What follows belongs to an exercise in optimizing a design on an open flow for small area, a short achievable clock period and few clock cycles; a production flow would make more cautious choices.
The RTL was checked by simulation tests, not by an equivalence proof against the original design.
No activity file was given, so power comes from the tool's default toggle rates.

run A:
==> flow/design.v (excerpt) <==
module cache(
    clk,
    proc_reset,
    proc_read,
    proc_write,
    proc_addr,
    proc_rdata,
    proc_wdata,
    proc_stall,
    mem_read,
    mem_write,
    mem_addr,
    mem_rdata,
    mem_wdata,
    mem_ready
);
    input          clk;
    input          proc_reset;
    input          proc_read, proc_write;
    input   [29:0] proc_addr;   
    input   [31:0] proc_wdata;
    output         proc_stall;
    output  [31:0] proc_rdata;
    input  [127:0] mem_rdata;
    input          mem_ready;
    output         mem_read, mem_write;
    output  [27:0] mem_addr;
    output [127:0] mem_wdata;
    reg [127:0] block0 [0:3];
    reg [127:0] block1 [0:3];
    reg [25:0]  tag0 [0:3];
    reg [25:0]  tag1 [0:3];
    reg [3:0]   valid0, valid1;
    reg [3:0]   dirty0, dirty1;
    reg [3:0]   mru;                
    reg s_wb, s_rd, s_done;
    reg hit_r, way_r;               
    reg [31:0]  rdata_r;
    reg [27:0]  maddr_r;
    reg [127:0] mwdata_r;
    wire s_idle = ~(s_wb | s_rd | s_done);
    wire [25:0] tag_t  = proc_addr[29:4];
    wire [1:0]  index  = proc_addr[3:2];
    wire [1:0]  offset = proc_addr[1:0];
    wire        req    = proc_read | proc_write;
    wire [3:0] eq0, eq1;
    genvar s;
    generate
        for (s = 0; s < 4; s = s + 1) begin : g_cmp
            assign eq0[s] = valid0[s] && (tag0[s] == tag_t);
            assign eq1[s] = valid1[s] && (tag1[s] == tag_t);
        end
    endgenerate
    wire hit0 = eq0[index];
    wire hit1 = eq1[index];
    wire hit  = hit0 | hit1;
    wire [127:0] blk0_i = block0[index];
    wire [127:0] blk1_i = block1[index];
    wire [3:0]  vdirty_s;
    wire [25:0] vtag_s [0:3];
    generate
        for (s = 0; s < 4; s = s + 1) begin : g_vic
            assign vdirty_s[s] = mru[s] ? (valid0[s] & dirty0[s]) : (valid1[s] & dirty1[s]);
            assign vtag_s[s]   = mru[s] ? tag0[s] : tag1[s];
        end
    endgenerate
    wire        victim    = ~mru[index];           
    wire        vic_dirty = vdirty_s[index];
    wire [25:0] vtag_i    = vtag_s[index];
    wire fill = s_rd & mem_ready;
    assign proc_stall = ~s_done;
    assign proc_rdata = rdata_r;
    assign mem_write  = s_wb;
    assign mem_read   = s_rd;
  ...
Settings: LEC_CHECK=0, CAP_MARGIN=20, CORE_MARGIN=2, CORE_UTILIZATION=40, CTS_CLUSTER_DIAMETER=100, CTS_CLUSTER_SIZE=25, SETUP_SLACK_MARGIN=3.4, SLEW_MARGIN=20; clock period 6.0 ns.
standard.sh (not shown) runs the stock make flow with config.mk's settings and CLKGATE_MAP_FILE= SYNTH_SCRIPT=/design/flow/synth_recipe.tcl, a recipe that flattens the netlist after the stock synthesis.
==> flow/flow/run.sh <==
#!/bin/bash
# The standard layout, with plain buf_2 cells as the port buffers instead of
# the delay cells buffer_ports picks by default.
set -euo pipefail
export BUFFER_PORTS_ARGS="-buffer_cell sky130_fd_sc_hd__buf_2"
bash standard.sh finish > orfs_make.log 2>&1
Testbench counts of run A, summed over its fixed seeds: cycles 145,525.
diff inputs: run A => run B
# run A
export LEC_CHECK = 0
export CAP_MARGIN = 20
export CORE_MARGIN = 2
export CORE_UTILIZATION = 40
export CTS_CLUSTER_DIAMETER = 100
export CTS_CLUSTER_SIZE = 25
export SETUP_SLACK_MARGIN = 3.4
export SLEW_MARGIN = 20
create_clock -name core_clock -period 6.0 [get_ports {clk}]
# run B
export LEC_CHECK = 0
export CAP_MARGIN = 20
export CORE_MARGIN = 2
export CORE_UTILIZATION = 50
export CTS_CLUSTER_DIAMETER = 80
export CTS_CLUSTER_SIZE = 20
export SETUP_SLACK_MARGIN = 3.5
export SLEW_MARGIN = 20
create_clock -name core_clock -period 6.0 [get_ports {clk}]
==> flow/run.sh (new file) <==
#!/bin/bash
# synth_recipe.tcl (not shown) runs the flow's synth.tcl, then flattens the netlist and writes it again
# the make line also repeats each setting of config.mk as NAME=value (left out here)
make -C /OpenROAD-flow-scripts/flow DESIGN_CONFIG=/design/flow/config.mk WORK_HOME=/design/flow/orfs CLKGATE_MAP_FILE= SYNTH_SCRIPT=/design/flow/synth_recipe.tcl finish
removed: flow/flow/run.sh
removed: flow/standard.sh
Findings:
Run B: initial detailed-routing violation count is 68 higher than what run A reported.
Run A → run B: final core utilization saw an increase, cell area picked up an extra about 6.5%, total of clock buffers placed in the layout went up by 25%, maximum number of pins on one net before global-route repair now sits lower.
In run B, sequential fraction of total cell area is lower than in run A.
The critical path depth in run B sits 3 below the value recorded for run A.
Run B ends up with a average detailed-routed wire length per instance that is 8.2% higher than in run A.
Against run A as the reference, run B delivers a higher number of buffers created by CTS.
Edits applied to the flow inputs when going from run B to run C:
# run B
export LEC_CHECK = 0
export CAP_MARGIN = 20
export CORE_MARGIN = 2
export CORE_UTILIZATION = 50
export CTS_CLUSTER_DIAMETER = 80
export CTS_CLUSTER_SIZE = 20
export SETUP_SLACK_MARGIN = 3.5
export SLEW_MARGIN = 20
create_clock -name core_clock -period 6.0 [get_ports {clk}]
# run C
export LEC_CHECK = 0
export CAP_MARGIN = 20
export CORE_MARGIN = 2
export CORE_UTILIZATION = 40
export CTS_CLUSTER_DIAMETER = 80
export CTS_CLUSTER_SIZE = 20
export SETUP_SLACK_MARGIN = 3.4
export SLEW_MARGIN = 20
create_clock -name core_clock -period 6.0 [get_ports {clk}]
==> flow/flow/run.sh (new file) <==
#!/bin/bash
# The standard layout, with plain buf_2 cells as the port buffers instead of
# the delay cells buffer_ports picks by default, and with timing repair free
# to resize a cell to any drive strength (not only to the same footprint).
set -euo pipefail
export BUFFER_PORTS_ARGS="-buffer_cell sky130_fd_sc_hd__buf_2"
bash standard.sh MATCH_CELL_FOOTPRINT=0 finish > orfs_make.log 2>&1
==> flow/standard.sh (new file) <==
#!/bin/bash
# synth_recipe.tcl (not shown) runs the flow's synth.tcl, then flattens the netlist and writes it again
# the make line also repeats each setting of config.mk as NAME=value (left out here)
make -C /OpenROAD-flow-scripts/flow DESIGN_CONFIG=/design/flow/config.mk WORK_HOME=/design/flow/orfs CLKGATE_MAP_FILE= SYNTH_SCRIPT=/design/flow/synth_recipe.tcl "${@:-finish}"
removed: flow/run.sh
[summary]
- Per the comparison of run C with run B, fmax has decreased; wire length per cell after detailed routing lost 4.0 um; number of optimization iterations in the first detailed-route pass rose 1; via count of the first global-routing pass shows a reduction of 1196.
- Sort run C and run B by layout buffering overhead excluding clock cells, descending, and run B comes first.
- As of run C, full die area had risen by more than 10% compared to run B.
- Sequential power: run C vs run B — no meaningful difference
- The setup slack of run C is smaller than that of run B.
- Against run B, run C comes in 2.4 points higher on share of power burned in the clock network.
- For run C, the source of the critical timing path was proc_addr[22], unlike run B, where it was s_rd$_SDFF_PP0_.

[separate check: timing with driven ports]
No port has a modelled driver above. Below, the same layouts with a new extraction and two added sets of constraints.
Step 1: set_driving_cell puts a clkbuf_16 on clk and a buf_2 on each other input, an assumption about the parent block.
Step 2, shift: input delay + t, output delay - t, t = (earliest + latest rising clock arrival at the registers) / 2. This alone moves slack from input paths to output paths.
a / b / c = ideal / step 1 / step 2; a / b = the first two.
run | t, ns | setup slack, ns | worst setup path after step 2 | worst data-port slew with drivers (ns) | cell pins on the clock port's net
run A | 0.791 | 3.322 / 3.233 / 2.442 | input to register | 0.31 | 1
run B | 0.770 | 3.349 / 3.161 / 2.391 | input to register | 0.31 | 1
run C | 0.780 | 3.205 / 2.971 / 2.190 | input to register | 0.43 | 1
After both steps every run listed still meets setup and hold. The setup slack of run C, which loses most, moves by -0.234 ns with the drivers and by -1.015 ns with both steps.
